What follows belongs to an exercise in optimizing a design on an open flow for small area; a production flow would make more cautious choices. At most, simulation tests tie the RTL to the original design; equivalence was not proved.

== the reference run ==
==> flow/design.v (excerpt) <==
module accelerate_matrix (
    input clk,
    input rst,
    input [31:0]wmatrix,
    input [31:0]xmatrix,
    input [31:0]bias,
    output reg [15:0]out1,
    output reg [15:0]out2,
    output reg [15:0]out3,
    output reg [15:0]out4
);
==> module accelerate_matrix, before the edit <==
module accelerate_matrix (
    input clk,
    input rst,
    input [31:0]wmatrix,
    input [31:0]xmatrix,
    input [31:0]bias,
    output reg [15:0]out1,
    output reg [15:0]out2,
    output reg [15:0]out3,
    output reg [15:0]out4
);
    reg [3:0] p;
    always @(posedge clk or posedge rst) begin
        if (rst)
            p <= 4'd0;
        else
            p <= (p == 4'd12) ? 4'd0 : p + 4'd1;
    end
    wire ld_w = (p >= 4'd1) && (p <= 4'd4);            
    wire ld_b = (p == 4'd1);                           
    wire ld_p = (p == 4'd1) || (p == 4'd2);            
    wire ld_q = (p == 4'd3) || (p == 4'd4);            
    wire mv   = (p >= 4'd7) && (p <= 4'd10);           
    reg [31:0] r0, r1, r2, r3;
    always @(posedge clk) begin
        r0 <= r1;
        r1 <= r2;
        r2 <= r3;
        r3 <= ld_w ? wmatrix : r0;
    end
    reg [7:0] s0, s1, s2, s3;
    always @(posedge clk) begin
        if (ld_b) begin
            s0 <= bias[31:24];
            s1 <= bias[23:16];
            s2 <= bias[15:8];
            s3 <= bias[7:0];
        end else begin
            s0 <= s1;
            s1 <= s2;
            s2 <= s3;
            s3 <= s0;
        end
    end
    reg [31:0] xp0, xp1, xq0, xq1;
    reg [14:0] e0, e1, e2, o0, o1, o2;
    always @(posedge clk) begin
        xp0[29:0] <= mv ? {o2, e2} : xp1[29:0];
        xp0[31:30] <= xp1[31:30];
        xp1 <= ld_p ? xmatrix : xp0;
        xq0 <= xq1;
        xq1 <= ld_q ? xmatrix : xq0;
    end
    reg hi;
    always @(posedge clk)
        hi <= (p >= 4'd7) && (p <= 4'd10);
    wire [31:0] xa = hi ? xq1 : xp1;
    wire [31:0] xb = hi ? xq0 : xp0;
    wire [14:0] ya, yb;
    dot_unit ua (.w(r1), .x(xa), .b(s2), .y(ya));
    dot_unit ub (.w(r1), .x(xb), .b(s2), .y(yb));
    wire ev = ~p[0];
    always @(posedge clk) begin
        e0 <= ev ? ya : yb; e1 <= e0; e2 <= e1;
        o0 <= ev ? yb : ya; o1 <= o0; o2 <= o1;
    end
    always @(*) begin
        out1 = {1'b0, xp1[14:0]};
        out2 = {1'b0, xp1[29:15]};
        out3 = {1'b0, e0};
        out4 = {1'b0, o0};
    end
endmodule
==> flow/config.mk <==
export PLATFORM = sky130hd
export DESIGN_NAME = accelerate_matrix
export DESIGN_NICKNAME = accelerate_matrix
export VERILOG_FILES = /design/flow/design.v
export SDC_FILE = /design/flow/constraint.sdc
export NUM_CORES = 4
export LEC_CHECK = 0
export ABC_AREA = 1
export CAP_MARGIN = 20
export CORE_MARGIN = 2
export CORE_UTILIZATION = 60
export CTS_BUF_LIST = sky130_fd_sc_hd__clkbuf_16
export CTS_CLUSTER_DIAMETER = 80
export CTS_CLUSTER_SIZE = 30
export GPL_TIMING_DRIVEN = 0
export PLACE_DENSITY = 0.75
export SLEW_MARGIN = 20
export SYNTH_HIERARCHICAL = 1
export SYNTH_MINIMUM_KEEP_SIZE = 0
==> flow/constraint.sdc <==
create_clock -name core_clock -period 10.0 [get_ports {clk}]
set_input_delay 2.0000 -clock core_clock [delete_from_list [all_inputs] [get_ports {clk}]]
set_output_delay 2.0000 -clock core_clock [all_outputs]
set_load 0.01 [all_outputs]
standard.sh (not shown) runs the stock make flow with config.mk's settings and CLKGATE_MAP_FILE= SYNTH_SCRIPT=/design/flow/synth_recipe.tcl, a recipe that flattens the netlist after the stock synthesis.
==> flow/flow/run.sh <==
#!/bin/bash
# The standard layout (standard.sh: the ORFS flow and synthesis, unchanged),
# with changes that only affect buffering and sizing:
#  - the port buffers are the smallest buffer cell instead of clkdlybuf4s50_1
#    (every port still gets its own buffer);
#  - the buffers Yosys/ABC put in are removed at floorplan, as the
#    timing-driven placement would otherwise do;
#  - clock tree synthesis gets the same settings as config.mk gives it, and
#    inserts no dummy loads.
set -euo pipefail
export BUFFER_PORTS_ARGS="-buffer_cell sky130_fd_sc_hd__buf_1"
export REMOVE_ABC_BUFFERS=1
export CTS_ARGS="-sink_clustering_enable -repair_clock_nets -sink_clustering_size 30 -sink_clustering_max_diameter 80 -buf_list sky130_fd_sc_hd__clkbuf_16 -dont_use_dummy_load"
bash standard.sh finish > standard_flow.log 2>&1
Relative to the reference run, the following input files were edited for the trial run:
--- a/flow/design.v
+++ b/flow/design.v
@@ -22,5 +22,5 @@
     wire ld_p = (p == 4'd1) || (p == 4'd2);            
     wire ld_q = (p == 4'd3) || (p == 4'd4);            
-    wire mv   = (p >= 4'd7) && (p <= 4'd10);           
+    wire hi   = (p >= 4'd8) && (p <= 4'd11);           
     reg [31:0] r0, r1, r2, r3;
     always @(posedge clk) begin
@@ -45,15 +45,10 @@
     end
     reg [31:0] xp0, xp1, xq0, xq1;
-    reg [14:0] e0, e1, e2, o0, o1, o2;
     always @(posedge clk) begin
-        xp0[29:0] <= mv ? {o2, e2} : xp1[29:0];
-        xp0[31:30] <= xp1[31:30];
+        xp0 <= xp1;
         xp1 <= ld_p ? xmatrix : xp0;
         xq0 <= xq1;
         xq1 <= ld_q ? xmatrix : xq0;
     end
-    reg hi;
-    always @(posedge clk)
-        hi <= (p >= 4'd7) && (p <= 4'd10);
     wire [31:0] xa = hi ? xq1 : xp1;
     wire [31:0] xb = hi ? xq0 : xp0;
@@ -62,11 +57,12 @@
     dot_unit ub (.w(r1), .x(xb), .b(s2), .y(yb));
     wire ev = ~p[0];
+    reg [14:0] e0, e1, e2, e3, e4, o0, o1, o2, o3, o4;
     always @(posedge clk) begin
-        e0 <= ev ? ya : yb; e1 <= e0; e2 <= e1;
-        o0 <= ev ? yb : ya; o1 <= o0; o2 <= o1;
+        e0 <= ev ? ya : yb; e1 <= e0; e2 <= e1; e3 <= e2; e4 <= e3;
+        o0 <= ev ? yb : ya; o1 <= o0; o2 <= o1; o3 <= o2; o4 <= o3;
     end
     always @(*) begin
-        out1 = {1'b0, xp1[14:0]};
-        out2 = {1'b0, xp1[29:15]};
+        out1 = {1'b0, e4};
+        out2 = {1'b0, o4};
         out3 = {1'b0, e0};
         out4 = {1'b0, o0};
STATUS netlist area before placement: the trial run loses against the reference run
Fmax: the trial run above the reference run
Against the reference run as the reference, the trial run delivers a lower length of routed met2 wiring.
Compared with the reference run, the trial run shows number of iterations in the first detailed-routing pass higher by 1.
When the trial run is set beside the reference run, its worst hold margin turns out to be 0.018 ns larger.
Function not checked in the trial run: the RTL went through the layout flow alone.

[port drivers added, routing unchanged]
In the flow no input, the clock included, has a driving cell. The finished layouts below were timed again as built, in two steps.
Step 1 sets driving cells, clkbuf_16 on the clock port and buf_2 on the other inputs (assumed; they add their load-dependent delay and slew).
Step 2 moves the port delays by t, midway between the first and last clock arrival at a register: inputs arrive t later, outputs are due t later. That takes back most of the time a late clock gives input paths.
a / b / c = ideal / step 1 / step 2; a / b = the first two.
run	t (ns)	slack for setup (ns)	pins driven straight from the clock port
the reference run	0.583	0.278 / 0.278 / 0.278	1
the trial run	0.597	0.317 / 0.317 / 0.317	1
After both steps every run listed still meets setup and hold.
